Context: an optimization exercise on an open-source flow, tuned for small area. The choices shown serve that exercise and are no tape-out recipe.
Function was checked by simulation only, so behaviour that the tests miss may differ from the original.
Power and IR drop assume default switching activity.

**design/flow/flow/run.sh**
```bash
#!/bin/bash
# Layout with the standard ORFS flow, with two changes:
#  - the input and output ports get the smallest buffer (buf_1);
#  - clock tree synthesis inserts no dummy loads.
cp standard.sh standard.sh.txt
export BUFFER_PORTS_ARGS="-buffer_cell sky130_fd_sc_hd__buf_1"
export CTS_ARGS="-sink_clustering_enable -repair_clock_nets -dont_use_dummy_load"
bash standard.sh > standard.log 2>&1
```
**design/flow/standard.sh**
```bash
#!/bin/bash
# synth_recipe.tcl (not shown) runs the flow's synth.tcl, then flattens the netlist and writes it again
# the make line also repeats each setting of config.mk as NAME=value (left out here)
make -C /OpenROAD-flow-scripts/flow DESIGN_CONFIG=/design/flow/config.mk WORK_HOME=/design/flow/orfs CLKGATE_MAP_FILE= SYNTH_SCRIPT=/design/flow/synth_recipe.tcl "${@:-finish}"
```
**design/flow/config.mk**
```make
export PLATFORM = sky130hd
export DESIGN_NAME = arp_packet_generator
export DESIGN_NICKNAME = arp_packet_generator
export VERILOG_FILES = /design/flow/design.v
export SDC_FILE = /design/flow/constraint.sdc
export NUM_CORES = 4
export LEC_CHECK = 0
export CAP_MARGIN = 20
export CORE_MARGIN = 2
export CORE_UTILIZATION = 40
export SLEW_MARGIN = 20
```
**design/flow/constraint.sdc**
```tcl
create_clock -name core_clock -period 5.0 [get_ports {clk}]
set_input_delay 1.0000 -clock core_clock [delete_from_list [all_inputs] [get_ports {clk}]]
set_output_delay 1.0000 -clock core_clock [all_outputs]
set_load 0.01 [all_outputs]
```
**design/flow/design.v**
```verilog
package arp_packet_generator_package;
	localparam [7:0] PRE_BYTE = 8'h55;
	localparam [7:0] SFD = 8'hd5;
	localparam [15:0] ARP_ETHERTYPE = 16'h0806;
	localparam [15:0] HTYPE = 16'd1;
	localparam [15:0] PTYPE = 16'h0800;
	localparam [7:0] HLEN = 8'd6;
	localparam [7:0] PLEN = 8'd4;
endpackage
package crc_32_byte_package;
	localparam [31:0] CRC_POLY_REFL = 32'hedb88320;
endpackage
import crc_32_byte_package::*;
module crc_32_byte
(
	input wire [31:0] crc_in,
	input wire [7:0] idx,
	input wire fill,
	output logic [31:0] crc_next
);
	always_comb begin
		logic [31:0] c;
		c = {24'd0, idx};
		for (int i = 0; i < 8; i++)
			c = c[0] ? ((c >> 1) ^ CRC_POLY_REFL) : (c >> 1);
		crc_next = {{8{fill}}, crc_in[31:8]} ^ c;
	end
endmodule
import arp_packet_generator_package::*;
import crc_32_byte_package::*;
module arp_packet_generator
(
	input wire clk,
	input wire rst_n,
	input wire [47:0] src_mac_add,
	input wire [47:0] des_mac_add,
	input wire [31:0] src_ip_add,
	input wire [31:0] des_ip_add,
	input wire [15:0] operator,
	input wire req,
	output logic gmii_tx_en,
	output logic [7:0] gmii_txd
);
	logic [6:0] st;
	logic [7:0] ring_a [16];
	logic [7:0] ring_b [6];
	logic [31:0] crc;
	logic [31:0] crc_next;
	logic accept;
	logic sel_a, sel_b1, sel_b2, sel_fcs;
	logic [7:0] field_byte;
	logic [7:0] const_byte;
	logic crc_feed;
	logic [7:0] idx;
	assign accept = req && (st == 7'd0 || st == 7'd73);
	always_ff @(posedge clk or negedge rst_n) begin
		if (!rst_n)
			st <= 7'd0;
		else if (st == 7'd0 || st == 7'd73)
			st <= {6'd0, req};
		else
			st <= st + 7'd1;
	end
	always_ff @(posedge clk) begin
		if (accept) begin
			ring_a[9]  <= ~des_mac_add[47:40];
			ring_a[10] <= ~des_mac_add[39:32];
			ring_a[11] <= ~des_mac_add[31:24];
			ring_a[12] <= ~des_mac_add[23:16];
			ring_a[13] <= ~des_mac_add[15:8];
			ring_a[14] <= ~des_mac_add[7:0];
			ring_a[15] <= ~src_mac_add[47:40];
			ring_a[0]  <= ~src_mac_add[39:32];
			ring_a[1]  <= ~src_mac_add[31:24];
			ring_a[2]  <= ~src_mac_add[23:16];
			ring_a[3]  <= ~src_mac_add[15:8];
			ring_a[4]  <= ~src_mac_add[7:0];
			ring_a[5]  <= ~src_ip_add[31:24];
			ring_a[6]  <= ~src_ip_add[23:16];
			ring_a[7]  <= ~src_ip_add[15:8];
			ring_a[8]  <= ~src_ip_add[7:0];
			ring_b[5] <= ~operator[15:8];
			ring_b[0] <= ~operator[7:0];
			ring_b[1] <= ~des_ip_add[31:24];
			ring_b[2] <= ~des_ip_add[23:16];
			ring_b[3] <= ~des_ip_add[15:8];
			ring_b[4] <= ~des_ip_add[7:0];
		end else begin
			for (int i = 0; i < 16; i++)
				ring_a[i] <= ~ring_a[(i + 1) % 16];
			for (int i = 0; i < 6; i++)
				ring_b[i] <= ~ring_b[(i + 1) % 6];
		end
	end
	always_comb begin
		sel_a = (st >= 7'd10 && st <= 7'd21) || (st >= 7'd32 && st <= 7'd47);
		sel_b1 = (st == 7'd30 || st == 7'd31);
		sel_b2 = (st >= 7'd48 && st <= 7'd51);
		sel_fcs = (st >= 7'd70 && st <= 7'd73);
		crc_feed = (st >= 7'd10 && st <= 7'd69);
		case (st)
			7'd2, 7'd3, 7'd4, 7'd5, 7'd6, 7'd7, 7'd8: const_byte = PRE_BYTE;
			7'd9:  const_byte = SFD;
			7'd22: const_byte = ARP_ETHERTYPE[15:8];
			7'd23: const_byte = ARP_ETHERTYPE[7:0];
			7'd24: const_byte = HTYPE[15:8];
			7'd25: const_byte = HTYPE[7:0];
			7'd26: const_byte = PTYPE[15:8];
			7'd27: const_byte = PTYPE[7:0];
			7'd28: const_byte = HLEN;
			7'd29: const_byte = PLEN;
			default: const_byte = 8'd0;
		endcase
	end
	logic [7:0] tap_raw;
	assign tap_raw = ({8{sel_a}} & ring_a[0]) | ({8{sel_b1}} & ring_b[0]) |
	                 ({8{sel_b2}} & ring_b[2]);
	assign field_byte = tap_raw ^ {8{st[0] & (sel_a | sel_b1 | sel_b2)}};
	assign idx = {8{crc_feed}} & (crc[7:0] ^ gmii_txd);
	crc_32_byte u0
	(
		.crc_in(crc),
		.idx(idx),
		.fill(!crc_feed),
		.crc_next(crc_next)
	);
	always_ff @(posedge clk)
		crc <= crc_next;
	assign gmii_tx_en = (st >= 7'd2 && st <= 7'd73);
	assign gmii_txd = field_byte | const_byte | ({8{sel_fcs}} & ~crc[7:0]);
endmodule
```
==> results.py, run 1 <==
metrics = {
    "clock_network": {
        "clk_path_buf_depth": 3,
        "h-tree-depth": 1,
        "cts_sinks": 215,
        "postCtsSetupRepairBufs": 0,
        "insertion_delay_ps": 500,
        "cts_buffers": 23,
        "clk_pin_slew_ps": 60,
        "cts_tree": "built",
        "ctsHoldBuffers": 0,
        "post_cts_resized": 0,
        "cts_root_buffer": "clkbuf_16",
    },
    "worst_setup_path": {
        "path_max_fanout": 17,
        "endpoint_kind": "primary output",
        "critical-path-max-stage-delay_ps": 660,
        "cp_slowest_cell": "dfrtp_1",
        "cp.required_ps": 4000,
        "rr_endpoint": "crc[28]$_DFF_P_",
        "worstSetupPathType": "flip-flop to primary output",
        "reg2reg_slack_ps": 990,
        "r2r-start": "st[0]$_DFF_PN0_",
        "reg2reg_depth": 11,
        "crit_arrival_ps": 3500,
        "crit_path_start_kind": "flip-flop",
        "worstPathCellList": "clkinv_1, ha_1, o211ai_1, nor2_4, a22o_1, a211o_1, a211oi_1, inv_1, buf_1",
    },
    "power_and_ir_drop": {
        "combPwrFrac_pct": 1.7,
        "vdd_drop_max_mv": 0.196,
        "cellPowerDensity_mw_per_mm2": 334,
        "p_clk_share_pct": 44.3,
        "leakagePower_nw": 4.94,
        "p_int_mw": 2.55,
        "p_sw_share_pct": 19.6,
        "power_frac_seq_pct": 54.0,
        "power_switching_uw": 623,
    },
    "yosys": {
        "ys.flop_type": "dfxtp_1",
        "synth_nets": 829,
        "synth_area_per_cell_um2": 12.4,
        "synth-edff-count": 0,
        "synth_warnings": 4,
        "synth_cells": 644,
        "yosysSeqAreaShare_pct": 54.4,
        "ys_seq_elements": 215,
        "synth.distinct_cells": 65,
        "netlist_area_mm2": 0.00797,
        "synth_async_sr_flop_share_pct": 3.26,
    },
    "sta": {
        "layout_setup_ws_ps": 496,
        "fin_worst_skew_ps": 23.0,
        "fmax_mhz": 222,
        "post-route-period-util_pct": 90.1,
        "rsz0062_at_grt": "no",
        "whs_ps": 393,
        "worst_pin_slew_ps": 923,
        "fin_setup_tns_ps": 0,
        "period_needed_ps": 4500,
        "finalMaxSlewViolations": 0,
        "finalSetupViolCount": 0,
        "hold_viol": 0,
        "relSlewSlack_pct": 38.0,
    },
    "placement": {
        "io_buffers": 187,
        "place_area_mm2": 0.00893,
        "hpwl_um": 13200,
        "pre_cts_ws_ps": 1050,
        "place.gp.congestion": 0.849,
    },
    "flow_run": {
        "maxCapViolCount": 0,
    },
    "global_route": {
        "grt_first_pass_wirelength_um": 28000,
        "antenna_found_initial": 0,
        "grt_pass1_vias": 5279,
        "grt_max_degree": 66,
        "overflow": 0,
        "grt_usage_pct": 16.6,
    },
    "floorplan": {
        "io_pins": 188,
        "die_y_um": 145,
        "dieArea_mm2": 0.0211,
        "die_x_um": 145,
        "rows": 51,
        "coreArea_mm2": 0.0195,
        "start_util_pct": 40.8,
    },
    "run_status": {
        "outcome": "complete, no violations",
    },
    "cells_and_area": {
        "layout.nets": 1017,
        "final_cell_area_mm2": 0.00951,
        "diodes": 0,
        "layout-drive-gt1-share_pct": 6.63,
        "fillers": 1869,
        "final_core_util_pct": 48.7,
        "areaGrowthSynthToFinish_pct": 19.2,
    },
    "routing": {
        "vias": 5113,
        "wl_met2_um": 8060,
        "wl_met3_um": 1240,
        "met1_length_um": 8060,
        "wl_per_cell_um": 16.1,
        "drtIter0Drc": 171,
        "avgViaCountPerCell": 4.67,
        "routed_wl_um": 17700,
        "ant_nets": 0,
        "drc": 0,
        "firstDrtPassIters": 4,
        "top_layer": "met4",
    },
    "worst_hold_path": {
        "hold_class": "primary input to asynchronous set/reset pin",
    },
}
-- worst max-delay path, delay by kind of cell (launching register included) --
family	cells	cell delay, ps
compound gates	4	1230
flops	1	660
buf+inv	3	660
fa+ha+maj	1	340
simple gates	1	120
-- flip-flops by register name, summed over array words and instances (netlist names) --
| register | cells |
|---|---|
| st | 7 |
| crc | 32 |
| ring_b | 48 |
| ring_a | 128 |
-- worst max path at each step --
stage | endpoint | slack [ps] | startpoint
after floorplan | crc[19]$_DFF_P_ | 1750 | st[0]$_DFF_PN0_
after global placement | gmii_txd[2] | 1110 | st[0]$_DFF_PN0_
after detailed placement | gmii_txd[2] | 1050 | st[0]$_DFF_PN0_
after CTS | gmii_txd[2] | 510 | st[0]$_DFF_PN0_
after global routing | gmii_txd[2] | 230 | st[0]$_DFF_PN0_
final | gmii_txd[2] | 500 | st[0]$_DFF_PN0_
-- cell usage after synthesis, drive strengths merged, types with 3 or more instances --
master / n / area share, %
a211o: 5 / 0.55
a21o: 3 / 0.28
a21oi: 7 / 0.44
a22o: 6 / 0.67
a22oi: 3 / 0.28
a31oi: 3 / 0.24
and2: 4 / 0.31
buf: 26 / 1.6
clkbuf: 5 / 0.24
dfrtp: 7 / 2.2
dfxtp: 208 / 52
ha: 6 / 0.94
inv: 8 / 0.38
mux2i: 178 / 22
nand2: 23 / 1.1
nor2: 17 / 0.96
nor3: 4 / 0.25
o211a: 3 / 0.38
o21ai: 9 / 0.56
o221ai: 5 / 0.55
o31ai: 3 / 0.47
xnor2: 46 / 5.4
xor2: 28 / 3.4
-- power by group through the flow --
stage,Clock [mW],Sequential (mW),Combinational (mW)
global placement,0,1.75,0.0545
CTS,1.46,1.71,0.0556
detailed placement,0,1.75,0.0554
finish,1.41,1.71,0.0547
floorplan,0,1.75,0.00397
global route,1.52,1.71,0.0621
-- metrics by stage --
stage          cells  power, mW
2_1_floorplan    644       1.76
4_1_cts         1095       3.23
3_5_place_dp    1072       1.81
5_1_grt         1095       3.30
3_3_place_gp    1072       1.81
6_report        1095       3.18
-- cells in the final DEF (no fill, tap or decap), drive strengths merged, types with 3 or more instances in the layout --
cell type / netlist / layout
dfxtp: 208 / 208
buf: 26 / 194
mux2i: 178 / 178
xnor2: 46 / 46
xor2: 28 / 28
clkbuf: 5 / 23
nand2: 23 / 23
nor2: 17 / 17
o21ai: 9 / 9
inv: 8 / 8
a21oi: 7 / 7
dfrtp: 7 / 7
ha: 6 / 6
a22o: 6 / 6
o221ai: 5 / 5
a211o: 5 / 5
nor3: 4 / 4
and2: 4 / 4
o31ai: 3 / 3
a21o: 3 / 3
a31oi: 3 / 3
a22oi: 3 / 3
o211a: 3 / 3
-- kinds of logic (layout without fill, tap and decap cells) --
kind of cell,Yosys count,after routing,share of synthesized area [%]
flops,215,215,54.4
fa+ha+maj,6,6,0.941
compound gates,68,68,6.97
simple gates,62,62,3.92
xor+xnor,75,75,9.07
mux,178,178,22.4
buf+inv,40,226,2.29
-- metal layers --
layer	vias to the layer above	GRT usage [%]
met3	24	4.69
li1	2616	-
met1	2330	21.8
met4	0	3.92
met2	143	27.1
met5	-	0
-- layout make-up --
cell class,count,area (um2),share of cell area [%]
Timing Repair Buffer,194,767,8.07
Multi-Input combinational cell,389,3460,36.4
Clock buffer,23,576,6.05
Tap cell,265,332,3.49
Inverter,9,33.8,0.355
Sequential cell,215,4340,45.6
==> run 2: changes to the inputs <==
--- a/design/flow/flow/run.sh
+++ b/design/flow/flow/run.sh
@@ -6,3 +6,3 @@
 export BUFFER_PORTS_ARGS="-buffer_cell sky130_fd_sc_hd__buf_1"
-export CTS_ARGS="-sink_clustering_enable -repair_clock_nets -dont_use_dummy_load"
+export CTS_ARGS="-sink_clustering_enable -repair_clock_nets -dont_use_dummy_load -buf_list {sky130_fd_sc_hd__clkbuf_4}"
 bash standard.sh > standard.log 2>&1
==> results.py, run 2 <==
metrics = {
    "placement": {
        "place.gp.congestion": 0.849,
        "dp_cells": 1072,
        "hpwl_um": 13200,
        "io_buffers": 187,
    },
    "yosys": {
        "synth_warnings": 4,
        "synth_nets": 829,
        "synth_top_family_by_area": "multiplexers",
        "netlist_area_mm2": 0.00797,
        "synthTopCellsByArea": "dfxtp_1 (52%), mux2i_1 (22%), xnor2_1 (4.6%)",
        "synth_async_sr_flop_share_pct": 3.26,
        "synth_common_cells": "dfxtp_1 (208), mux2i_1 (177), xnor2_1 (42)",
        "synth-adder-area-share_pct": 0.941,
        "ys_seq_elements": 215,
        "synth_largest_type_area_fraction_pct": 52.2,
        "synth_xor_area_share_pct": 9.07,
        "synthSimpleGateAreaFrac_pct": 3.92,
        "synth_top_cell_by_area": "dfxtp_1",
        "synth.distinct_cells": 65,
        "synth_compound_area_share_pct": 6.97,
        "yosysMostFrequentCell": "dfxtp_1",
        "synthMuxAreaShare_pct": 22.4,
        "yosysSeqAreaShare_pct": 54.4,
        "synth_area_per_cell_um2": 12.4,
        "synth_cells": 644,
        "ys.flop_type": "dfxtp_1",
        "synth-edff-count": 0,
    },
    "floorplan": {
        "die_y_um": 145,
        "dieArea_mm2": 0.0211,
        "start_util_pct": 40.8,
        "rows": 51,
        "die_x_um": 145,
        "coreArea_mm2": 0.0195,
        "io_pins": 188,
    },
    "routing": {
        "drc": 0,
        "wl_per_cell_um": 15.7,
        "vias": 5254,
        "drtIter0Drc": 154,
        "avgViaCountPerCell": 4.65,
        "firstDrtPassIters": 4,
        "ant_nets": 0,
        "routed_wl_um": 17800,
    },
    "global_route": {
        "grt_first_pass_wirelength_um": 28300,
        "overflow": 0,
        "antenna_found_initial": 0,
        "grt_max_degree": 66,
        "grt_usage_pct": 17.0,
        "grt_pass1_vias": 5474,
    },
    "sta": {
        "fin_worst_skew_ps": 82.8,
        "hold_viol": 0,
        "finalSetupViolCount": 0,
        "period_needed_ps": 4650,
        "finalMaxSlewViolations": 0,
        "rsz0062_at_grt": "no",
        "fin_setup_tns_ps": 0,
        "worst_pin_slew_ps": 924,
        "fmax_mhz": 215,
        "relSlewSlack_pct": 37.9,
        "post-route-period-util_pct": 93.0,
    },
    "clock_network": {
        "cts_root_buffer": "clkbuf_4",
        "cts_sinks": 215,
        "post_cts_resized": 0,
        "clk_pin_slew_ps": 50,
        "h-tree-depth": 2,
        "clk_path_buf_depth": 3,
        "cts_tree": "built",
        "cts_buffers": 57,
        "insertion_delay_ps": 660,
        "ctsHoldBuffers": 0,
        "postCtsSetupRepairBufs": 0,
    },
    "cells_and_area": {
        "mostFrequentLayoutCells": "dfxtp_1 (208), buf_1 (187), mux2i_1 (177)",
        "fin_cells": 1129,
        "regMostFlops": "ring_a",
        "areaGrowthSynthToFinish_pct": 17.4,
        "fillers": 1900,
        "final_common_cell": "dfxtp_1",
        "diodes": 0,
        "reg_top3": "ring_a x128, ring_b x48, crc x32",
        "layout-drive-gt1-share_pct": 10.3,
        "largest_register_ff_count": 128,
        "layout.nets": 1051,
    },
    "run_status": {
        "outcome": "complete, no violations",
    },
    "power_and_ir_drop": {
        "power_frac_seq_pct": 59.6,
        "power_switching_uw": 613,
        "p_int_mw": 2.26,
        "vdd_drop_max_mv": 0.196,
        "cellPowerDensity_mw_per_mm2": 307,
        "p_sw_share_pct": 21.3,
        "combPwrFrac_pct": 1.9,
        "p_clk_share_pct": 38.5,
        "leakagePower_nw": 4.92,
    },
    "worst_setup_path": {
        "cp.required_ps": 4000,
        "r2r-start": "st[0]$_DFF_PN0_",
        "crit_arrival_ps": 3650,
        "path_max_fanout": 17,
        "crit_buf_inv": 3,
        "worstPathCellList": "clkinv_1, ha_1, o211ai_1, nor2_4, a22o_1, a211o_1, a211oi_1, inv_1, buf_1",
        "crit_family": "compound AO/OA/AOI/OAI gates",
        "endpoint_kind": "primary output",
        "cp.depth": 9,
        "reg2reg_slack_ps": 950,
        "cp_slowest_cell": "dfrtp_1",
        "rr_endpoint": "crc[25]$_DFF_P_",
        "crit_path_start": "st[0]$_DFF_PN0_",
        "crit_path_start_kind": "flip-flop",
        "critical-path-max-stage-delay_ps": 660,
        "endpoint": "gmii_txd[2]",
        "worstSetupPathType": "flip-flop to primary output",
        "reg2reg_depth": 11,
    },
    "flow_run": {
        "maxCapViolCount": 0,
    },
    "worst_hold_path": {
        "hold_class": "primary input to asynchronous set/reset pin",
    },
}
run 2: power groups by stage:
stage          registers (mW)  clock network (mW)  logic [mW]
2_1_floorplan            1.75                   0     0.00397
3_3_place_gp             1.75                   0      0.0545
3_5_place_dp             1.75                   0      0.0554
4_1_cts                  1.71                1.17      0.0555
5_1_grt                  1.71                1.26      0.0622
6_report                 1.72                1.11      0.0547
run 2: final cells by class:
cell class	count	area [um2]	share of cell area, %
repair buffers	194	767	8.20
multi-input cells	389	3460	37.0
inverters	9	33.8	0.361
clock buffers	57	428	4.57
well taps	265	332	3.54
flip-flops and latches	215	4340	46.4
run 2: worst register-to-register path: cells and delay by family (launching register included):
| kind | cells | cell delay (ps) |
|---|---|---|
| mux | 1 | 560 |
| xor+xnor | 3 | 740 |
| flops | 1 | 660 |
| fa+ha+maj | 1 | 330 |
| simple gates | 2 | 240 |
| compound gates | 3 | 930 |
| buf+inv | 1 | 420 |
run 2: per-stage QoR:
stage | instance area, um2 | hold slack (ps) | power (mW) | setup WS, ps | utilization (%)
CTS | 9360 | 189 | 2.94 | 301 | 47.9
global route | 9360 | 218 | 3.03 | 26.8 | 47.9
global placement | 8930 | 394 | 1.81 | 1110 | 45.7
floorplan | 7970 | 391 | 1.76 | 1750 | -
finish | 9360 | 249 | 2.88 | 351 | 47.9
detailed placement | 8930 | 398 | 1.81 | 1050 | 45.7
run 2: worst min-delay path by stage:
stage                               startpoint                   end
after floorplan           ring_a[1][0]$_DFF_P_  ring_a[0][0]$_DFF_P_
after global routing                     rst_n       st[0]$_DFF_PN0_
after detailed placement  ring_b[3][5]$_DFF_P_  ring_b[2][5]$_DFF_P_
after CTS                                rst_n       st[1]$_DFF_PN0_
after global placement    ring_b[1][3]$_DFF_P_  ring_b[0][3]$_DFF_P_
final                                    rst_n       st[1]$_DFF_PN0_
run 2: cell families after synthesis:
group / after synthesis
mux: 178
flops: 215
simple gates: 62
xor+xnor: 75
buf+inv: 40
compound gates: 68
fa+ha+maj: 6
run 2: metal layers:
layer  part of all wire, %  global-route usage [%]  vias up
li1                      -                       -     2689
met1                    45                    21.4     2391
met2                    46                    27.2      157
met3                   7.3                    6.19       17
met4                   1.3                    5.25        0
met5                     0                       0        -
==> run 3: changes to the inputs <==
--- a/design/flow/flow/run.sh
+++ b/design/flow/flow/run.sh
@@ -6,3 +6,3 @@
 export BUFFER_PORTS_ARGS="-buffer_cell sky130_fd_sc_hd__buf_1"
-export CTS_ARGS="-sink_clustering_enable -repair_clock_nets -dont_use_dummy_load -buf_list {sky130_fd_sc_hd__clkbuf_4}"
+export CTS_ARGS="-sink_clustering_enable -repair_clock_nets -dont_use_dummy_load -buf_list {sky130_fd_sc_hd__clkbuf_8}"
 bash standard.sh > standard.log 2>&1
==> results.py, run 3 <==
metrics = {
    "cells_and_area": {
        "layout.nets": 1032,
        "reg_top3": "ring_a x128, ring_b x48, crc x32",
        "final_core_util_pct": 48.4,
        "regMostFlops": "ring_a",
        "diodes": 0,
        "largest_register_ff_count": 128,
        "final_cell_area_mm2": 0.00945,
        "areaGrowthSynthToFinish_pct": 18.6,
        "fillers": 1887,
        "final_common_cell": "dfxtp_1",
        "mostFrequentLayoutCells": "dfxtp_1 (208), buf_1 (187), mux2i_1 (177)",
        "layout-drive-gt1-share_pct": 8.28,
    },
    "yosys": {
        "synth.distinct_cells": 65,
        "synth_top_cell_by_area": "dfxtp_1",
        "synth_area_per_cell_um2": 12.4,
        "synth_largest_type_area_fraction_pct": 52.2,
        "synth-edff-count": 0,
        "yosysMostFrequentCell": "dfxtp_1",
        "synthTopCellsByArea": "dfxtp_1 (52%), mux2i_1 (22%), xnor2_1 (4.6%)",
        "ys_seq_elements": 215,
        "ys.flop_type": "dfxtp_1",
        "synth_async_sr_flop_share_pct": 3.26,
        "synth_nets": 829,
        "synth_common_cells": "dfxtp_1 (208), mux2i_1 (177), xnor2_1 (42)",
        "yosysSeqAreaShare_pct": 54.4,
        "synth_cells": 644,
        "netlist_area_mm2": 0.00797,
        "synth_warnings": 4,
    },
    "floorplan": {
        "rows": 51,
        "coreArea_mm2": 0.0195,
        "io_pins": 188,
        "die_y_um": 145,
        "start_util_pct": 40.8,
        "dieArea_mm2": 0.0211,
        "die_x_um": 145,
    },
    "global_route": {
        "grt_pass1_vias": 5340,
        "grt_max_degree": 66,
        "grt_first_pass_wirelength_um": 28200,
        "grt_usage_pct": 16.9,
        "overflow": 0,
        "antenna_found_initial": 0,
    },
    "sta": {
        "finalSetupViolCount": 0,
        "rsz0062_at_grt": "no",
        "fin_worst_skew_ps": 52.2,
        "worst_pin_slew_ps": 928,
        "post-route-period-util_pct": 91.0,
        "finalMaxSlewViolations": 0,
        "hold_viol": 0,
        "fin_setup_tns_ps": 0,
        "period_needed_ps": 4550,
        "fmax_mhz": 220,
        "relSlewSlack_pct": 37.7,
    },
    "worst_setup_path": {
        "cp.required_ps": 4000,
        "crit_arrival_ps": 3550,
        "endpoint_kind": "primary output",
        "worstSetupPathType": "flip-flop to primary output",
        "path_max_fanout": 17,
        "crit_path_start_kind": "flip-flop",
    },
    "placement": {
        "io_buffers": 187,
        "place.gp.congestion": 0.849,
        "hpwl_um": 13200,
        "place_area_mm2": 0.00893,
    },
    "routing": {
        "vias": 5176,
        "ant_nets": 0,
        "drc": 0,
        "firstDrtPassIters": 4,
        "wl_per_cell_um": 16.1,
        "drtIter0Drc": 192,
        "routed_wl_um": 17800,
        "avgViaCountPerCell": 4.66,
    },
    "power_and_ir_drop": {
        "vdd_drop_max_mv": 0.209,
        "leakagePower_nw": 4.93,
        "total_power_mw": 3.05,
        "cellPowerDensity_mw_per_mm2": 322,
    },
    "clock_network": {
        "cts_tree": "built",
        "ctsHoldBuffers": 0,
        "insertion_delay_ps": 520,
        "h-tree-depth": 2,
        "post_cts_resized": 0,
        "cts_buffers": 38,
        "clk_path_buf_depth": 3,
        "cts_root_buffer": "clkbuf_8",
        "clk_pin_slew_ps": 50,
        "postCtsSetupRepairBufs": 0,
        "cts_sinks": 215,
    },
    "worst_hold_path": {
        "hold_class": "primary input to asynchronous set/reset pin",
    },
    "run_status": {
        "outcome": "complete, no violations",
    },
    "flow_run": {
        "maxCapViolCount": 0,
    },
}
## run 3: cells by family after synthesis
| kind of cell | Yosys count | share of synthesized area (%) |
|---|---|---|
| AO/OA/AOI/OAI | 68 | 6.97 |
| buffers and inverters | 40 | 2.29 |
| adder cells (fa/ha/maj) | 6 | 0.941 |
| XOR/XNOR | 75 | 9.07 |
| flip-flops | 215 | 54.4 |
| AND/OR/NAND/NOR | 62 | 3.92 |
| multiplexers | 178 | 22.4 |
## run 3: final timing paths
| check | start | end | slack (ps) | depth (start not counted) |
|---|---|---|---|---|
| max | st[0]$_DFF_PN0_ | gmii_txd[2] | 450 | 9 |
| min | rst_n | st[1]$_DFF_PN0_ | 370 | 1 |
| max reg2reg | st[0]$_DFF_PN0_ | crc[25]$_DFF_P_ | 970 | 11 |
| min reg2reg | ring_b[3][4]$_DFF_P_ | ring_b[2][4]$_DFF_P_ | 380 | 1 |
| max in group asynchronous | rst_n | st[2]$_DFF_PN0_ | 4330 | 1 |
| min in group core_clock | ring_b[3][4]$_DFF_P_ | ring_b[2][4]$_DFF_P_ | 380 | 1 |
## run 3: layout make-up
| type | instances | area (um2) | area share (%) |
|---|---|---|---|
| inverters | 9 | 33.8 | 0.357 |
| multi-input cells | 389 | 3460 | 36.6 |
| well taps | 265 | 332 | 3.51 |
| clock buffers | 38 | 523 | 5.53 |
| flip-flops and latches | 215 | 4340 | 45.9 |
| repair buffers | 194 | 767 | 8.11 |
## run 3: layer usage
layer  track usage [%]  vias up  part of all wire (%)
li1                  -     2635                     -
met3              5.72       30                   7.3
met2              27.4      157                    45
met4              5.34        0                   2.2
met1              21.3     2354                    45
met5                 0        -                     0
## run 3: stage by stage
step	hold WS, ps	cells	setup slack [ps]
2_1_floorplan	391	644	1750
3_3_place_gp	394	1072	1110
3_5_place_dp	398	1072	1050
4_1_cts	342	1110	419
5_1_grt	384	1110	197
6_report	365	1110	448
## run 3: power by group
group | switching (mW) | internal (mW) | leakage (nW)
sequential | 0 | 1.72 | 1.96
combinational | 0.0201 | 0.0345 | 2.70
clock | 0.608 | 0.669 | 0.273
total | 0.628 | 2.42 | 4.93
## run 3: critical path: stages, from the launching register on
cell	delay (ps)
dfrtp_1	660
clkinv_1	420
ha_1	330
o211ai_1	280
nor2_4	120
a22o_1	230
a211o_1	270
a211oi_1	470
inv_1	110
buf_1	140
==> run 4: changes to the inputs <==
--- a/design/flow/flow/run.sh
+++ b/design/flow/flow/run.sh
@@ -6,3 +6,3 @@
 export BUFFER_PORTS_ARGS="-buffer_cell sky130_fd_sc_hd__buf_1"
-export CTS_ARGS="-sink_clustering_enable -repair_clock_nets -dont_use_dummy_load -buf_list {sky130_fd_sc_hd__clkbuf_8}"
+export CTS_ARGS="-sink_clustering_enable -repair_clock_nets -dont_use_dummy_load -buf_list {sky130_fd_sc_hd__clkbuf_2 sky130_fd_sc_hd__clkbuf_4 sky130_fd_sc_hd__clkbuf_8} -sink_clustering_size 30"
 bash standard.sh > standard.log 2>&1
==> results.py, run 4 <==
metrics = {
    "clock_network": {
        "insertion_delay_ps": 520,
        "clk_path_buf_depth": 3,
        "h-tree-depth": 2,
        "cts_tree": "built",
        "ctsHoldBuffers": 0,
        "cts_buffers": 38,
        "clk_pin_slew_ps": 50,
        "cts_sinks": 215,
        "cts_root_buffer": "clkbuf_8",
        "postCtsSetupRepairBufs": 0,
        "post_cts_resized": 0,
    },
    "routing": {
        "avgViaCountPerCell": 4.66,
        "drc": 0,
        "firstDrtPassIters": 4,
        "wl_per_cell_um": 16.1,
        "ant_nets": 0,
        "routed_wl_um": 17800,
        "drtIter0Drc": 192,
        "vias": 5176,
    },
    "placement": {
        "io_buffers": 187,
        "dp_cells": 1072,
        "place.gp.congestion": 0.849,
        "hpwl_um": 13200,
        "pre_cts_ws_ps": 1050,
        "place_area_mm2": 0.00893,
    },
    "worst_setup_path": {
        "cp.required_ps": 4000,
        "crit_buf_inv": 3,
        "crit_path_start": "st[0]$_DFF_PN0_",
        "crit_arrival_ps": 3550,
        "cp_slowest_cell": "dfrtp_1",
        "crit_family": "compound AO/OA/AOI/OAI gates",
        "worstPathCellList": "clkinv_1, ha_1, o211ai_1, nor2_4, a22o_1, a211o_1, a211oi_1, inv_1, buf_1",
        "endpoint_kind": "primary output",
        "crit_path_start_kind": "flip-flop",
        "path_max_fanout": 17,
        "worstSetupPathType": "flip-flop to primary output",
        "critical-path-max-stage-delay_ps": 660,
        "r2r-start": "st[0]$_DFF_PN0_",
    },
    "sta": {
        "post-route-period-util_pct": 91.0,
        "fin_setup_tns_ps": 0,
        "relSlewSlack_pct": 37.7,
        "finalSetupViolCount": 0,
        "layout_setup_ws_ps": 448,
        "fmax_mhz": 220,
        "rsz0062_at_grt": "no",
        "fin_worst_skew_ps": 52.2,
        "finalMaxSlewViolations": 0,
        "worst_pin_slew_ps": 928,
        "hold_viol": 0,
        "period_needed_ps": 4550,
    },
    "run_status": {
        "outcome": "complete, no violations",
    },
    "cells_and_area": {
        "reg_top3": "ring_a x128, ring_b x48, crc x32",
        "fin_cells": 1110,
        "diodes": 0,
        "fillers": 1887,
        "areaGrowthSynthToFinish_pct": 18.6,
        "final_common_cell": "dfxtp_1",
        "largest_register_ff_count": 128,
        "layout-drive-gt1-share_pct": 8.28,
        "mostFrequentLayoutCells": "dfxtp_1 (208), buf_1 (187), mux2i_1 (177)",
        "layout.nets": 1032,
        "regMostFlops": "ring_a",
        "final_cell_area_mm2": 0.00945,
    },
    "floorplan": {
        "rows": 51,
        "die_x_um": 145,
        "die_y_um": 145,
        "coreArea_mm2": 0.0195,
        "start_util_pct": 40.8,
        "io_pins": 188,
        "dieArea_mm2": 0.0211,
    },
    "yosys": {
        "yosysSeqAreaShare_pct": 54.4,
        "synth_nets": 829,
        "netlist_area_mm2": 0.00797,
        "synth-edff-count": 0,
        "synth_async_sr_flop_share_pct": 3.26,
        "synth_top_cell_by_area": "dfxtp_1",
        "synth_largest_type_area_fraction_pct": 52.2,
        "ys_seq_elements": 215,
        "synthTopCellsByArea": "dfxtp_1 (52%), mux2i_1 (22%), xnor2_1 (4.6%)",
        "synth_common_cells": "dfxtp_1 (208), mux2i_1 (177), xnor2_1 (42)",
        "yosysMostFrequentCell": "dfxtp_1",
        "synth.distinct_cells": 65,
        "synth_warnings": 4,
        "synth_cells": 644,
        "ys.flop_type": "dfxtp_1",
        "synth_area_per_cell_um2": 12.4,
    },
    "worst_hold_path": {
        "hold_class": "primary input to asynchronous set/reset pin",
    },
    "global_route": {
        "antenna_found_initial": 0,
        "grt_first_pass_wirelength_um": 28200,
        "grt_usage_pct": 16.9,
        "grt_pass1_vias": 5340,
        "overflow": 0,
        "grt_max_degree": 66,
    },
    "power_and_ir_drop": {
        "leakagePower_nw": 4.93,
        "vdd_drop_max_mv": 0.209,
        "cellPowerDensity_mw_per_mm2": 322,
    },
    "flow_run": {
        "maxCapViolCount": 0,
    },
}
-- run 4: cell counts after synthesis --
Identical to the previous run, type by type.
-- run 4: final cells by class --
| cell class | count | area (um2) | share of cell area (%) |
|---|---|---|---|
| Timing Repair Buffer | 194 | 767 | 8.11 |
| Sequential cell | 215 | 4340 | 45.9 |
| Tap cell | 265 | 332 | 3.51 |
| Clock buffer | 38 | 523 | 5.53 |
| Inverter | 9 | 33.8 | 0.357 |
| Multi-Input combinational cell | 389 | 3460 | 36.6 |
-- run 4: worst paths after layout --
| check | end | slack [ps] | cells past startpoint |
|---|---|---|---|
| setup / recovery | gmii_txd[2] | 450 | 9 |
| hold / removal | st[1]$_DFF_PN0_ | 370 | 1 |
| setup reg to reg | crc[25]$_DFF_P_ | 970 | 11 |
| hold reg to reg | ring_b[2][4]$_DFF_P_ | 380 | 1 |
| max in group asynchronous | st[2]$_DFF_PN0_ | 4330 | 1 |
| min in group core_clock | ring_b[2][4]$_DFF_P_ | 380 | 1 |
-- run 4: worst register-to-register path, stage by stage, from the launching register on --
cell	delay, ps
dfrtp_1	660
clkinv_1	420
ha_1	330
o211ai_1	280
nor2_4	120
a22o_1	250
a221oi_2	390
mux2i_2	540
xnor2_1	220
xor2_1	420
nand2_1	120
xnor2_1	140
-- run 4: metrics by stage --
| step | total power, mW | utilization, % | hold WS [ps] |
|---|---|---|---|
| 3_3_place_gp | 1.81 | 45.7 | 394 |
| 2_1_floorplan | 1.76 | - | 391 |
| 3_5_place_dp | 1.81 | 45.7 | 398 |
| 4_1_cts | 3.11 | 48.4 | 342 |
| 5_1_grt | 3.18 | 48.4 | 384 |
| 6_report | 3.05 | 48.4 | 365 |
-- run 4: power by group --
| part | leakage, nW | internal, mW | switching [mW] |
|---|---|---|---|
| clock | 0.273 | 0.669 | 0.608 |
| combinational | 2.70 | 0.0345 | 0.0201 |
| sequential | 1.96 | 1.72 | 0 |
| total | 4.93 | 2.42 | 0.628 |
-- run 4: layer usage --
layer  vias up  wire (um)  GRT usage (%)
met1      2354       8040           21.3
met3        30       1310           5.72
li1       2635          -              -
met4         0        385           5.34
met5         -          0              0
met2       157       8110           27.4
-- run 4: cell families after synthesis --
logic type | Yosys count | synth area share, %
xor+xnor | 75 | 9.07
simple gates | 62 | 3.92
compound gates | 68 | 6.97
mux | 178 | 22.4
flops | 215 | 54.4
fa+ha+maj | 6 | 0.941
buf+inv | 40 | 2.29
==> run 5: changes to the inputs <==
==> design/flow/flow/run.sh (replaced) <==
#!/bin/bash
# Layout with the standard ORFS flow, with two changes:
#  - the input and output ports get the smallest buffer (buf_1);
#  - clock tree synthesis inserts no dummy loads.
cp standard.sh standard.sh.txt
export BUFFER_PORTS_ARGS="-buffer_cell sky130_fd_sc_hd__buf_1"
export CTS_ARGS="-sink_clustering_enable -repair_clock_nets -dont_use_dummy_load -buf_list {sky130_fd_sc_hd__clkbuf_4} -sink_buffer_max_cap_derate 0.5"
bash standard.sh > standard.log 2>&1
==> results.py, run 5 <==
metrics = {
    "clock_network": {
        "cts_sinks": 215,
        "cts_tree": "built",
        "cts_root_buffer": "clkbuf_4",
        "clk_pin_slew_ps": 50,
        "insertion_delay_ps": 660,
        "postCtsSetupRepairBufs": 0,
        "clk_path_buf_depth": 3,
        "cts_buffers": 57,
        "post_cts_resized": 0,
        "ctsHoldBuffers": 0,
        "h-tree-depth": 2,
    },
    "yosys": {
        "synth_nets": 829,
        "synthTopCellsByArea": "dfxtp_1 (52%), mux2i_1 (22%), xnor2_1 (4.6%)",
        "synth_common_cells": "dfxtp_1 (208), mux2i_1 (177), xnor2_1 (42)",
        "synth_async_sr_flop_share_pct": 3.26,
        "synth_xor_area_share_pct": 9.07,
        "synth_top_cell_by_area": "dfxtp_1",
        "synth.distinct_cells": 65,
        "synthMuxAreaShare_pct": 22.4,
        "synth_area_per_cell_um2": 12.4,
        "synth_warnings": 4,
        "yosysSeqAreaShare_pct": 54.4,
        "yosysMostFrequentCell": "dfxtp_1",
        "synth_largest_type_area_fraction_pct": 52.2,
        "synth_top_family_by_area": "multiplexers",
        "synth_compound_area_share_pct": 6.97,
        "synthSimpleGateAreaFrac_pct": 3.92,
        "netlist_area_mm2": 0.00797,
        "ys.flop_type": "dfxtp_1",
        "synth-edff-count": 0,
        "synth-adder-area-share_pct": 0.941,
        "ys_seq_elements": 215,
        "synth_cells": 644,
    },
    "routing": {
        "vias": 5254,
        "drc": 0,
        "avgViaCountPerCell": 4.65,
        "firstDrtPassIters": 4,
        "routed_wl_um": 17800,
        "wl_per_cell_um": 15.7,
        "ant_nets": 0,
        "drtIter0Drc": 154,
    },
    "cells_and_area": {
        "fin_cells": 1129,
        "final_common_cell": "dfxtp_1",
        "fillers": 1900,
        "diodes": 0,
        "areaGrowthSynthToFinish_pct": 17.4,
        "layout.nets": 1051,
        "final_cell_area_mm2": 0.00936,
        "largest_register_ff_count": 128,
        "reg_top3": "ring_a x128, ring_b x48, crc x32",
        "regMostFlops": "ring_a",
        "mostFrequentLayoutCells": "dfxtp_1 (208), buf_1 (187), mux2i_1 (177)",
        "final_core_util_pct": 47.9,
        "layout-drive-gt1-share_pct": 10.3,
    },
    "placement": {
        "dp_cells": 1072,
        "pre_cts_ws_ps": 1050,
        "place.gp.congestion": 0.849,
        "hpwl_um": 13200,
        "io_buffers": 187,
        "place_area_mm2": 0.00893,
    },
    "global_route": {
        "use_met2_pct": 27.2,
        "antenna_found_initial": 0,
        "grt_use_met1_pct": 21.4,
        "gr-usage-met3_pct": 6.19,
        "grt_pass1_vias": 5474,
        "top_usage_layer": "met2",
        "grt_usage_pct": 17.0,
        "grt_first_pass_wirelength_um": 28300,
        "grt_max_degree": 66,
        "overflow": 0,
    },
    "sta": {
        "post-route-period-util_pct": 93.0,
        "finalMaxSlewViolations": 0,
        "fin_setup_tns_ps": 0,
        "fin_worst_skew_ps": 82.8,
        "fmax_mhz": 215,
        "whs_ps": 249,
        "period_needed_ps": 4650,
        "worst_pin_slew_ps": 924,
        "hold_viol": 0,
        "relSlewSlack_pct": 37.9,
        "finalSetupViolCount": 0,
        "rsz0062_at_grt": "no",
        "layout_setup_ws_ps": 351,
    },
    "flow_run": {
        "maxCapViolCount": 0,
    },
    "worst_setup_path": {
        "crit_arrival_ps": 3650,
        "worstSetupPathType": "flip-flop to primary output",
        "cp.required_ps": 4000,
        "endpoint_kind": "primary output",
        "crit_path_start_kind": "flip-flop",
        "path_max_fanout": 17,
    },
    "power_and_ir_drop": {
        "total_power_mw": 2.88,
        "vdd_drop_max_mv": 0.196,
        "cellPowerDensity_mw_per_mm2": 307,
        "leakagePower_nw": 4.92,
    },
    "floorplan": {
        "start_util_pct": 40.8,
        "dieArea_mm2": 0.0211,
        "coreArea_mm2": 0.0195,
        "die_y_um": 145,
        "io_pins": 188,
        "die_x_um": 145,
        "rows": 51,
    },
    "run_status": {
        "outcome": "complete, no violations",
    },
    "worst_hold_path": {
        "hold_class": "primary input to asynchronous set/reset pin",
    },
}
==> run 5: critical path, stage by stage (launching register included) <==
cell	delay, ps
dfrtp_1	660
clkinv_1	420
ha_1	330
o211ai_1	280
nor2_4	120
a22o_1	230
a211o_1	270
a211oi_1	460
inv_1	100
buf_1	140
==> run 5: cells by family (layout without fill, tap and decap cells) <==
| logic type | count (synthesis) | in the layout |
|---|---|---|
| flops | 215 | 215 |
| mux | 178 | 178 |
| xor+xnor | 75 | 75 |
| compound gates | 68 | 68 |
| simple gates | 62 | 62 |
| buf+inv | 40 | 260 |
| fa+ha+maj | 6 | 6 |
==> run 5: area by class of cell <==
type	instances	area (um2)	share of cell area, %
repair buffers	194	767	8.20
flip-flops and latches	215	4340	46.4
inverters	9	33.8	0.361
multi-input cells	389	3460	37.0
clock buffers	57	428	4.57
well taps	265	332	3.54
==> run 5: final timing paths <==
kind	start	to	slack, ps	depth (start not counted)
setup / recovery	st[0]$_DFF_PN0_	gmii_txd[2]	350	9
hold / removal	rst_n	st[1]$_DFF_PN0_	250	1
setup reg to reg	st[0]$_DFF_PN0_	crc[25]$_DFF_P_	950	11
hold reg to reg	ring_b[5][0]$_DFF_P_	ring_b[4][0]$_DFF_P_	380	1
max in group asynchronous	rst_n	st[6]$_DFF_PN0_	4420	1
min in group core_clock	ring_b[5][0]$_DFF_P_	ring_b[4][0]$_DFF_P_	380	1
==> run 5: per-layer routing <==
metal | part of all wire (%) | up-vias
li1 | - | 2689
met1 | 45 | 2391
met2 | 46 | 157
met3 | 7.3 | 17
met4 | 1.3 | 0
met5 | 0 | -
==> run 5: report_power, final <==
| part | total (mW) | internal (mW) | switching (mW) |
|---|---|---|---|
| sequential | 1.72 | 1.72 | 0 |
| clock | 1.11 | 0.513 | 0.593 |
| combinational | 0.0547 | 0.0345 | 0.0202 |
==> run 6: changes to the inputs <==
==> design/flow/flow/run.sh (replaced) <==
#!/bin/bash
# Layout with the standard ORFS flow, with two changes:
#  - the input and output ports get the smallest buffer (buf_1);
#  - clock tree synthesis inserts no dummy loads.
cp standard.sh standard.sh.txt
export BUFFER_PORTS_ARGS="-buffer_cell sky130_fd_sc_hd__buf_1"
export CTS_ARGS="-sink_clustering_enable -repair_clock_nets -dont_use_dummy_load -buf_list {sky130_fd_sc_hd__clkbuf_16} -sink_clustering_size 25 -sink_clustering_max_diameter 300"
bash standard.sh > standard.log 2>&1
==> results.py, run 6 <==
metrics = {
    "worst_setup_path": {
        "r2r-start": "st[0]$_DFF_PN0_",
        "worstPathCellList": "clkinv_1, ha_1, o211ai_1, nor2_4, a22o_1, a211o_1, a211oi_1, inv_1, buf_1",
        "crit_family": "compound AO/OA/AOI/OAI gates",
        "cp_slowest_cell": "dfrtp_1",
        "critical-path-max-stage-delay_ps": 670,
        "rr_endpoint": "crc[28]$_DFF_P_",
        "reg2reg_slack_ps": 970,
        "crit_buf_inv": 3,
        "cp.required_ps": 4000,
        "crit_path_start_kind": "flip-flop",
        "cp.depth": 9,
        "endpoint_kind": "primary output",
        "reg2reg_depth": 11,
        "path_max_fanout": 17,
        "worstSetupPathType": "flip-flop to primary output",
        "crit_arrival_ps": 3480,
    },
    "sta": {
        "hold_viol": 0,
        "finalSetupViolCount": 0,
        "layout_setup_ws_ps": 516,
        "relSlewSlack_pct": 36.6,
        "fin_setup_tns_ps": 0,
        "fin_worst_skew_ps": 26.6,
        "finalMaxSlewViolations": 0,
        "worst_pin_slew_ps": 944,
        "fmax_mhz": 223,
        "period_needed_ps": 4480,
        "rsz0062_at_grt": "no",
        "post-route-period-util_pct": 89.7,
        "whs_ps": 373,
    },
    "yosys": {
        "synth-adder-area-share_pct": 0.941,
        "synthTopCellsByArea": "dfxtp_1 (52%), mux2i_1 (22%), xnor2_1 (4.6%)",
        "synth.distinct_cells": 65,
        "synth_area_per_cell_um2": 12.4,
        "synthMuxAreaShare_pct": 22.4,
        "synth-edff-count": 0,
        "yosysMostFrequentCell": "dfxtp_1",
        "synth_top_cell_by_area": "dfxtp_1",
        "yosysSeqAreaShare_pct": 54.4,
        "synth_nets": 829,
        "synth_common_cells": "dfxtp_1 (208), mux2i_1 (177), xnor2_1 (42)",
        "synth_top_family_by_area": "multiplexers",
        "netlist_area_mm2": 0.00797,
        "synth_largest_type_area_fraction_pct": 52.2,
        "synth_cells": 644,
        "synth_compound_area_share_pct": 6.97,
        "synth_xor_area_share_pct": 9.07,
        "synth_warnings": 4,
        "synthSimpleGateAreaFrac_pct": 3.92,
        "synth_async_sr_flop_share_pct": 3.26,
        "ys.flop_type": "dfxtp_1",
        "ys_seq_elements": 215,
    },
    "clock_network": {
        "clk_path_buf_depth": 3,
        "cts_buffers": 12,
        "cts_tree": "built",
        "post_cts_resized": 0,
        "cts_root_buffer": "clkbuf_16",
        "h-tree-depth": 1,
        "clk_pin_slew_ps": 90,
        "insertion_delay_ps": 460,
        "postCtsSetupRepairBufs": 0,
        "cts_sinks": 215,
        "ctsHoldBuffers": 0,
    },
    "cells_and_area": {
        "final_cell_area_mm2": 0.00923,
        "final_common_cell": "dfxtp_1",
        "mostFrequentLayoutCells": "dfxtp_1 (208), buf_1 (187), mux2i_1 (177)",
        "largest_register_ff_count": 128,
        "fin_cells": 1084,
        "areaGrowthSynthToFinish_pct": 15.8,
        "layout-drive-gt1-share_pct": 5.37,
        "layout.nets": 1006,
        "reg_top3": "ring_a x128, ring_b x48, crc x32",
        "final_core_util_pct": 47.3,
        "regMostFlops": "ring_a",
        "diodes": 0,
    },
    "floorplan": {
        "start_util_pct": 40.8,
        "die_x_um": 145,
        "die_y_um": 145,
        "io_pins": 188,
        "coreArea_mm2": 0.0195,
        "rows": 51,
        "dieArea_mm2": 0.0211,
    },
    "power_and_ir_drop": {
        "power_switching_uw": 539,
        "power_frac_seq_pct": 63.0,
        "p_int_mw": 2.18,
        "cellPowerDensity_mw_per_mm2": 294,
        "leakagePower_nw": 4.81,
        "p_sw_share_pct": 19.8,
        "total_power_mw": 2.72,
        "vdd_drop_max_mv": 0.199,
        "p_clk_share_pct": 35.0,
        "combPwrFrac_pct": 2.0,
    },
    "placement": {
        "dp_cells": 1072,
        "place.gp.congestion": 0.849,
        "pre_cts_ws_ps": 1050,
        "io_buffers": 187,
        "place_area_mm2": 0.00893,
        "hpwl_um": 13200,
    },
    "routing": {
        "vias": 5019,
        "ant_nets": 0,
        "drc": 0,
        "routed_wl_um": 17300,
        "drtIter0Drc": 198,
        "wl_per_cell_um": 16.0,
        "firstDrtPassIters": 4,
        "avgViaCountPerCell": 4.63,
    },
    "run_status": {
        "outcome": "complete, no violations",
    },
    "global_route": {
        "grt_first_pass_wirelength_um": 27400,
        "grt_usage_pct": 16.3,
        "grt_pass1_vias": 5104,
        "overflow": 0,
        "grt_max_degree": 66,
        "antenna_found_initial": 0,
    },
    "flow_run": {
        "maxCapViolCount": 0,
    },
    "worst_hold_path": {
        "holdPathStages": 1,
        "hold_class": "flip-flop to flip-flop",
        "worstHoldEndpoint": "ring_a[9][5]$_DFF_P_",
        "worstHoldStart": "ring_a[10][5]$_DFF_P_",
    },
}
## run 6: cell count changes in the layout (fill, tap and decap cells not counted)
cell	change
clkbuf_4	-57
clkbuf_16	+12
## run 6: power groups by stage
stage          Combinational, mW  Sequential (mW)  Clock, mW
3_3_place_gp              0.0545             1.75          0
4_1_cts                   0.0555             1.71      0.996
3_5_place_dp              0.0554             1.75          0
6_report                  0.0546             1.71      0.951
5_1_grt                   0.0620             1.71       1.06
2_1_floorplan            0.00397             1.75          0
## run 6: worst max-delay path by stage
stage	slack (ps)	start	to
after global placement	1110	st[0]$_DFF_PN0_	gmii_txd[2]
after CTS	530	st[0]$_DFF_PN0_	gmii_txd[2]
after global routing	250	st[0]$_DFF_PN0_	gmii_txd[2]
after floorplan	1750	st[0]$_DFF_PN0_	crc[19]$_DFF_P_
final	520	st[0]$_DFF_PN0_	gmii_txd[2]
after detailed placement	1050	st[0]$_DFF_PN0_	gmii_txd[2]
## run 6: metal layers
| metal | part of all wire (%) | global-route usage (%) | wire length, um | up-vias |
|---|---|---|---|---|
| met5 | 0 | 0 | 0 | - |
| met4 | 1.6 | 3.63 | 272 | 0 |
| met3 | 6.4 | 4.25 | 1120 | 16 |
| met2 | 46 | 27.1 | 8020 | 122 |
| met1 | 46 | 21.5 | 7940 | 2299 |
| li1 | - | - | - | 2582 |
## run 6: cell families (layout without fill, tap and decap cells)
logic type / after synthesis / in the layout
buf+inv: 40 / 215
simple gates: 62 / 62
xor+xnor: 75 / 75
flops: 215 / 215
fa+ha+maj: 6 / 6
mux: 178 / 178
compound gates: 68 / 68
## run 6: cell type report
| cell class | instances | area [um2] |
|---|---|---|
| clock buffers | 12 | 300 |
| fillers | 1891 | 10300 |
| inverters | 9 | 33.8 |
| multi-input cells | 389 | 3460 |
| flip-flops and latches | 215 | 4340 |
| well taps | 265 | 332 |
| repair buffers | 194 | 767 |
==> run 7: changes to the inputs <==
==> design/flow/flow/run.sh (replaced) <==
#!/bin/bash
# Layout with the standard ORFS flow, with two changes:
#  - the input and output ports get the smallest buffer (buf_1);
#  - clock tree synthesis inserts no dummy loads.
cp standard.sh standard.sh.txt
export BUFFER_PORTS_ARGS="-buffer_cell sky130_fd_sc_hd__buf_1"
export CTS_ARGS="-sink_clustering_enable -repair_clock_nets -dont_use_dummy_load -buf_list {sky130_fd_sc_hd__clkbuf_8} -sink_clustering_size 16 -sink_clustering_max_diameter 300"
bash standard.sh > standard.log 2>&1
==> results.py, run 7 <==
metrics = {
    "run_status": {
        "outcome": "complete, no violations",
    },
    "yosys": {
        "ys.flop_type": "dfxtp_1",
        "synth_cells": 644,
        "synth_common_cells": "dfxtp_1 (208), mux2i_1 (177), xnor2_1 (42)",
        "yosysSeqAreaShare_pct": 54.4,
        "ys_seq_elements": 215,
        "synth_nets": 829,
        "synth_largest_type_area_fraction_pct": 52.2,
        "synth_area_per_cell_um2": 12.4,
        "synth_async_sr_flop_share_pct": 3.26,
        "netlist_area_mm2": 0.00797,
        "synthTopCellsByArea": "dfxtp_1 (52%), mux2i_1 (22%), xnor2_1 (4.6%)",
        "synth.distinct_cells": 65,
        "synth_warnings": 4,
        "synth-edff-count": 0,
        "synth_top_cell_by_area": "dfxtp_1",
        "yosysMostFrequentCell": "dfxtp_1",
    },
    "cells_and_area": {
        "final_core_util_pct": 46.9,
        "largest_register_ff_count": 128,
        "diodes": 0,
        "areaGrowthSynthToFinish_pct": 14.9,
        "mostFrequentLayoutCells": "dfxtp_1 (208), buf_1 (187), mux2i_1 (177)",
        "layout-drive-gt1-share_pct": 5.95,
        "fin_cells": 1089,
        "regMostFlops": "ring_a",
        "reg_top3": "ring_a x128, ring_b x48, crc x32",
        "final_common_cell": "dfxtp_1",
        "layout.nets": 1011,
        "final_cell_area_mm2": 0.00917,
    },
    "global_route": {
        "grt_first_pass_wirelength_um": 27600,
        "grt_usage_pct": 16.4,
        "overflow": 0,
        "grt_pass1_vias": 5166,
        "antenna_found_initial": 0,
        "grt_max_degree": 66,
    },
    "placement": {
        "io_buffers": 187,
        "place_area_mm2": 0.00893,
        "place.gp.congestion": 0.849,
        "hpwl_um": 13200,
        "pre_cts_ws_ps": 1050,
        "dp_cells": 1072,
    },
    "worst_setup_path": {
        "reg2reg_slack_ps": 960,
        "cp_slowest_cell": "dfrtp_1",
        "crit_family": "compound AO/OA/AOI/OAI gates",
        "cp.required_ps": 4000,
        "critical-path-max-stage-delay_ps": 670,
        "worstPathCellList": "clkinv_1, ha_1, o211ai_1, nor2_4, a22o_1, a211o_1, a211oi_1, inv_1, buf_1",
        "crit_path_start_kind": "flip-flop",
        "path_max_fanout": 17,
        "crit_buf_inv": 3,
        "crit_arrival_ps": 3510,
        "endpoint_kind": "primary output",
        "worstSetupPathType": "flip-flop to primary output",
    },
    "flow_run": {
        "maxCapViolCount": 0,
    },
    "clock_network": {
        "post_cts_resized": 0,
        "cts_tree": "built",
        "cts_root_buffer": "clkbuf_8",
        "h-tree-depth": 1,
        "clk_path_buf_depth": 3,
        "clk_pin_slew_ps": 100,
        "cts_buffers": 17,
        "cts_sinks": 215,
        "ctsHoldBuffers": 0,
        "postCtsSetupRepairBufs": 0,
        "insertion_delay_ps": 510,
    },
    "routing": {
        "ant_nets": 0,
        "avgViaCountPerCell": 4.65,
        "wl_per_cell_um": 16.0,
        "top_layer": "met4",
        "drc": 0,
        "met1_length_um": 8010,
        "wl_met2_um": 7990,
        "firstDrtPassIters": 4,
        "drtIter0Drc": 207,
        "vias": 5066,
        "wl_met3_um": 1110,
        "routed_wl_um": 17400,
    },
    "sta": {
        "period_needed_ps": 4510,
        "relSlewSlack_pct": 37.1,
        "finalMaxSlewViolations": 0,
        "layout_setup_ws_ps": 491,
        "fin_worst_skew_ps": 35.5,
        "worst_pin_slew_ps": 936,
        "rsz0062_at_grt": "no",
        "whs_ps": 361,
        "finalSetupViolCount": 0,
        "hold_viol": 0,
        "fin_setup_tns_ps": 0,
        "post-route-period-util_pct": 90.2,
        "fmax_mhz": 222,
    },
    "floorplan": {
        "io_pins": 188,
        "dieArea_mm2": 0.0211,
        "die_y_um": 145,
        "die_x_um": 145,
        "start_util_pct": 40.8,
        "rows": 51,
        "coreArea_mm2": 0.0195,
    },
    "power_and_ir_drop": {
        "leakagePower_nw": 4.78,
        "total_power_mw": 2.59,
        "cellPowerDensity_mw_per_mm2": 283,
        "vdd_drop_max_mv": 0.238,
    },
    "worst_hold_path": {
        "hold_class": "flip-flop to flip-flop",
    },
}
[run 7: cell counts after synthesis]
No cell type changed its count.
[run 7: area by class of cell]
type | count | area, um2
well taps | 265 | 332
repair buffers | 194 | 767
multi-input cells | 389 | 3460
fillers | 1907 | 10400
flip-flops and latches | 215 | 4340
inverters | 9 | 33.8
clock buffers | 17 | 234
[run 7: worst paths after layout]
check | endpoint | from | cells past startpoint
max in group asynchronous | st[4]$_DFF_PN0_ | rst_n | 1
hold / removal | ring_a[11][4]$_DFF_P_ | ring_a[12][4]$_DFF_P_ | 1
setup / recovery | gmii_txd[2] | st[0]$_DFF_PN0_ | 9
setup reg to reg | crc[28]$_DFF_P_ | st[0]$_DFF_PN0_ | 11
hold reg to reg | ring_a[11][4]$_DFF_P_ | ring_a[12][4]$_DFF_P_ | 1
min in group asynchronous | st[2]$_DFF_PN0_ | rst_n | 1
[run 7: cells by family (layout without fill, tap and decap cells)]
kind of cell / count (synthesis) / after routing / share of synthesized area [%]
flip-flops: 215 / 215 / 54.4
multiplexers: 178 / 178 / 22.4
XOR/XNOR: 75 / 75 / 9.07
AO/OA/AOI/OAI: 68 / 68 / 6.97
AND/OR/NAND/NOR: 62 / 62 / 3.92
buffers and inverters: 40 / 220 / 2.29
adder cells (fa/ha/maj): 6 / 6 / 0.941
[run 7: where the power goes]
group          total, mW  leakage [nW]  internal, mW  switching, mW
Clock              0.826         0.122         0.307          0.519
Sequential          1.71          1.96          1.71              0
Combinational     0.0546          2.70        0.0345         0.0201
Total               2.59          4.78          2.05          0.539
[run 7: layer usage]
metal  global-route usage [%]  up-vias
li1                         -     2590
met1                     21.6     2331
met2                     27.1      121
met3                     4.09       24
met4                     4.22        0
met5                        0        -
==> run 8: changes to the inputs <==
==> design/flow/flow/run.sh (replaced) <==
#!/bin/bash
# Layout with the standard ORFS flow, with two changes:
#  - the input and output ports get the smallest buffer (buf_1);
#  - clock tree synthesis inserts no dummy loads.
cp standard.sh standard.sh.txt
export BUFFER_PORTS_ARGS="-buffer_cell sky130_fd_sc_hd__buf_1"
export CTS_ARGS="-sink_clustering_enable -repair_clock_nets -dont_use_dummy_load -buf_list {sky130_fd_sc_hd__clkbuf_16} -sink_clustering_size 30 -sink_clustering_max_diameter 300"
bash standard.sh > standard.log 2>&1
==> results.py, run 8 <==
metrics = {
    "clock_network": {
        "cts_root_buffer": "clkbuf_16",
        "postCtsSetupRepairBufs": 0,
        "cts_buffers": 11,
        "h-tree-depth": 1,
        "clk_pin_slew_ps": 110,
        "post_cts_resized": 0,
        "ctsHoldBuffers": 0,
        "cts_sinks": 215,
        "clk_path_buf_depth": 3,
        "cts_tree": "built",
        "insertion_delay_ps": 470,
    },
    "cells_and_area": {
        "regMostFlops": "ring_a",
        "multiInputGateArea_mm2": 0.00346,
        "largest_register_ff_count": 128,
        "diodes": 0,
        "areaGrowthSynthToFinish_pct": 15.5,
        "mostFrequentLayoutCells": "dfxtp_1 (208), buf_1 (187), mux2i_1 (177)",
        "fillers": 1896,
        "regArea_mm2": 0.00434,
        "final_common_cell": "dfxtp_1",
        "layout.nets": 1005,
        "final_core_util_pct": 47.1,
        "layout-drive-gt1-share_pct": 5.26,
        "reg_top3": "ring_a x128, ring_b x48, crc x32",
    },
    "sta": {
        "fmax_mhz": 223,
        "relSlewSlack_pct": 38.1,
        "fin_worst_skew_ps": 67.0,
        "finalSetupViolCount": 0,
        "whs_ps": 332,
        "fin_setup_tns_ps": 0,
        "post-route-period-util_pct": 89.8,
        "hold_viol": 0,
        "layout_setup_ws_ps": 509,
        "finalMaxSlewViolations": 0,
        "rsz0062_at_grt": "no",
        "period_needed_ps": 4490,
        "worst_pin_slew_ps": 921,
    },
    "global_route": {
        "grt_pass1_vias": 5110,
        "antenna_found_initial": 0,
        "gr-usage-met3_pct": 4.12,
        "use_met2_pct": 27.1,
        "grt_max_degree": 66,
        "top_usage_layer": "met2",
        "grt_first_pass_wirelength_um": 27400,
        "grt_usage_pct": 16.3,
        "overflow": 0,
        "grt_use_met1_pct": 21.6,
    },
    "placement": {
        "place.gp.congestion": 0.849,
        "hpwl_um": 13200,
        "pre_cts_ws_ps": 1050,
        "io_buffers": 187,
    },
    "floorplan": {
        "io_pins": 188,
        "coreArea_mm2": 0.0195,
        "rows": 51,
        "start_util_pct": 40.8,
        "dieArea_mm2": 0.0211,
        "die_y_um": 145,
        "die_x_um": 145,
    },
    "power_and_ir_drop": {
        "p_sw_share_pct": 19.9,
        "power_frac_seq_pct": 64.0,
        "p_int_mw": 2.14,
        "combPwrFrac_pct": 2.0,
        "vdd_drop_max_mv": 0.233,
        "p_clk_share_pct": 34.0,
        "total_power_mw": 2.68,
        "power_switching_uw": 532,
        "leakagePower_nw": 4.80,
        "cellPowerDensity_mw_per_mm2": 291,
    },
    "yosys": {
        "yosysMostFrequentCell": "dfxtp_1",
        "synthTopCellsByArea": "dfxtp_1 (52%), mux2i_1 (22%), xnor2_1 (4.6%)",
        "synth_warnings": 4,
        "synth_nets": 829,
        "synth_largest_type_area_fraction_pct": 52.2,
        "synth_async_sr_flop_share_pct": 3.26,
        "synth_top_cell_by_area": "dfxtp_1",
        "synth_cells": 644,
        "ys_seq_elements": 215,
        "synth_area_per_cell_um2": 12.4,
        "netlist_area_mm2": 0.00797,
        "yosysSeqAreaShare_pct": 54.4,
        "synth.distinct_cells": 65,
        "synth-edff-count": 0,
        "ys.flop_type": "dfxtp_1",
        "synth_common_cells": "dfxtp_1 (208), mux2i_1 (177), xnor2_1 (42)",
    },
    "run_status": {
        "outcome": "complete, no violations",
    },
    "worst_hold_path": {
        "hold_class": "flip-flop to flip-flop",
    },
    "worst_setup_path": {
        "worstSetupPathType": "flip-flop to primary output",
        "reg2reg_slack_ps": 980,
        "reg2reg_depth": 11,
        "cp.required_ps": 4000,
        "rr_endpoint": "crc[28]$_DFF_P_",
        "crit_path_start_kind": "flip-flop",
        "crit_arrival_ps": 3490,
        "endpoint": "gmii_txd[2]",
        "path_max_fanout": 17,
        "crit_path_start": "st[0]$_DFF_PN0_",
        "r2r-start": "st[0]$_DFF_PN0_",
        "endpoint_kind": "primary output",
    },
    "routing": {
        "drc": 0,
        "routed_wl_um": 17300,
        "firstDrtPassIters": 4,
        "avgViaCountPerCell": 4.66,
        "ant_nets": 0,
        "wl_per_cell_um": 16.0,
        "drtIter0Drc": 221,
        "vias": 5044,
    },
    "flow_run": {
        "maxCapViolCount": 0,
    },
}
==> run 8: area by class of cell <==
class                   instances  share of cell area (%)
well taps                     265                    3.60
clock buffers                  11                    2.99
multi-input cells             389                    37.6
flip-flops and latches        215                    47.1
repair buffers                194                    8.33
inverters                       9                   0.367
==> run 8: routing by layer <==
| metal | share of wire (%) | vias to the layer above |
|---|---|---|
| met3 | 5.7 | 18 |
| li1 | - | 2574 |
| met5 | 0 | - |
| met2 | 46 | 121 |
| met1 | 46 | 2331 |
| met4 | 1.8 | 0 |
==> run 8: worst min-delay path by stage <==
| stage | start | endpoint | cells past startpoint | slack [ps] |
|---|---|---|---|---|
| after floorplan | ring_a[1][0]$_DFF_P_ | ring_a[0][0]$_DFF_P_ | 1 | 390 |
| after global placement | ring_b[1][3]$_DFF_P_ | ring_b[0][3]$_DFF_P_ | 1 | 390 |
| after detailed placement | ring_b[3][5]$_DFF_P_ | ring_b[2][5]$_DFF_P_ | 1 | 400 |
| after CTS | ring_a[11][0]$_DFF_P_ | ring_a[10][0]$_DFF_P_ | 1 | 330 |
| after global routing | ring_a[14][6]$_DFF_P_ | ring_a[13][6]$_DFF_P_ | 1 | 340 |
| final | ring_a[11][0]$_DFF_P_ | ring_a[10][0]$_DFF_P_ | 1 | 330 |
==> run 8: kinds of logic after synthesis <==
kind of cell	after synthesis	synth area share, %
AOI/OAI and AO/OA	68	6.97
xor gates and xnor gates	75	9.07
adders and majority gates	6	0.941
buffers and inverters	40	2.29
DFF	215	54.4
muxes	178	22.4
and+or+nand+nor	62	3.92
==> run 8: power by group through the flow <==
stage	combinational [mW]	clock [mW]	sequential (mW)
floorplan	0.00397	0	1.75
global route	0.0621	1.01	1.71
finish	0.0546	0.909	1.71
detailed placement	0.0554	0	1.75
global placement	0.0545	0	1.75
CTS	0.0555	0.956	1.71
==> run 8: metrics by stage <==
step	cells	area, um2
6_report	1083	9210
5_1_grt	1083	9210
4_1_cts	1083	9210
3_5_place_dp	1072	8930
3_3_place_gp	1072	8930
2_1_floorplan	644	7970
==> run 8: critical path: stages, from the launching register on <==
cell and delay, ps:
dfrtp_1 680, clkinv_1 420, ha_1 330, o211ai_1 280, nor2_4 110, a22o_1 230
a211o_1 270, a211oi_1 460, inv_1 100, buf_1 140

==> separate check: timing with driven ports <==
Ports are ideal in the flow. The routed layouts listed here were re-timed in OpenROAD. Step 1, drivers: a clkbuf_16 drives clk and a buf_2 each remaining input, both assumed. Step 2, shift: input delay + t, output delay - t, t = (earliest + latest rising clock arrival at the registers) / 2. This alone moves slack from input paths to output paths. Three values: ideal, step 1, step 2; two values: the first two.
run | t, ns | slack for setup (ns) | hold slack, ns | worst register clock-pin slew, ns | cell pins on the clock port's net
run 1 | 0.528 | 0.496 / 0.456 / 0.983 | 0.393 / 0.395 / 0.396 | 0.06 / 0.06 | 1
run 2 | 0.646 | 0.351 / 0.318 / 0.949 | 0.249 / 0.258 / 0.380 | 0.06 / 0.06 | 1
run 3 | 0.535 | 0.448 / 0.411 / 0.946 | 0.365 / 0.371 / 0.381 | 0.06 / 0.06 | 1
run 4 | 0.535 | 0.448 / 0.411 / 0.946 | 0.365 / 0.371 / 0.381 | 0.06 / 0.06 | 1
run 5 | 0.646 | 0.351 / 0.318 / 0.949 | 0.249 / 0.258 / 0.380 | 0.06 / 0.06 | 1
run 6 | 0.491 | 0.516 / 0.470 / 0.962 | 0.373 / 0.373 / 0.373 | 0.10 / 0.10 | 1
run 7 | 0.527 | 0.491 / 0.456 / 0.965 | 0.361 / 0.361 / 0.361 | 0.10 / 0.10 | 1
run 8 | 0.475 | 0.509 / 0.469 / 0.944 | 0.332 / 0.332 / 0.332 | 0.11 / 0.11 | 1
After both steps setup and hold are still met in every run listed.
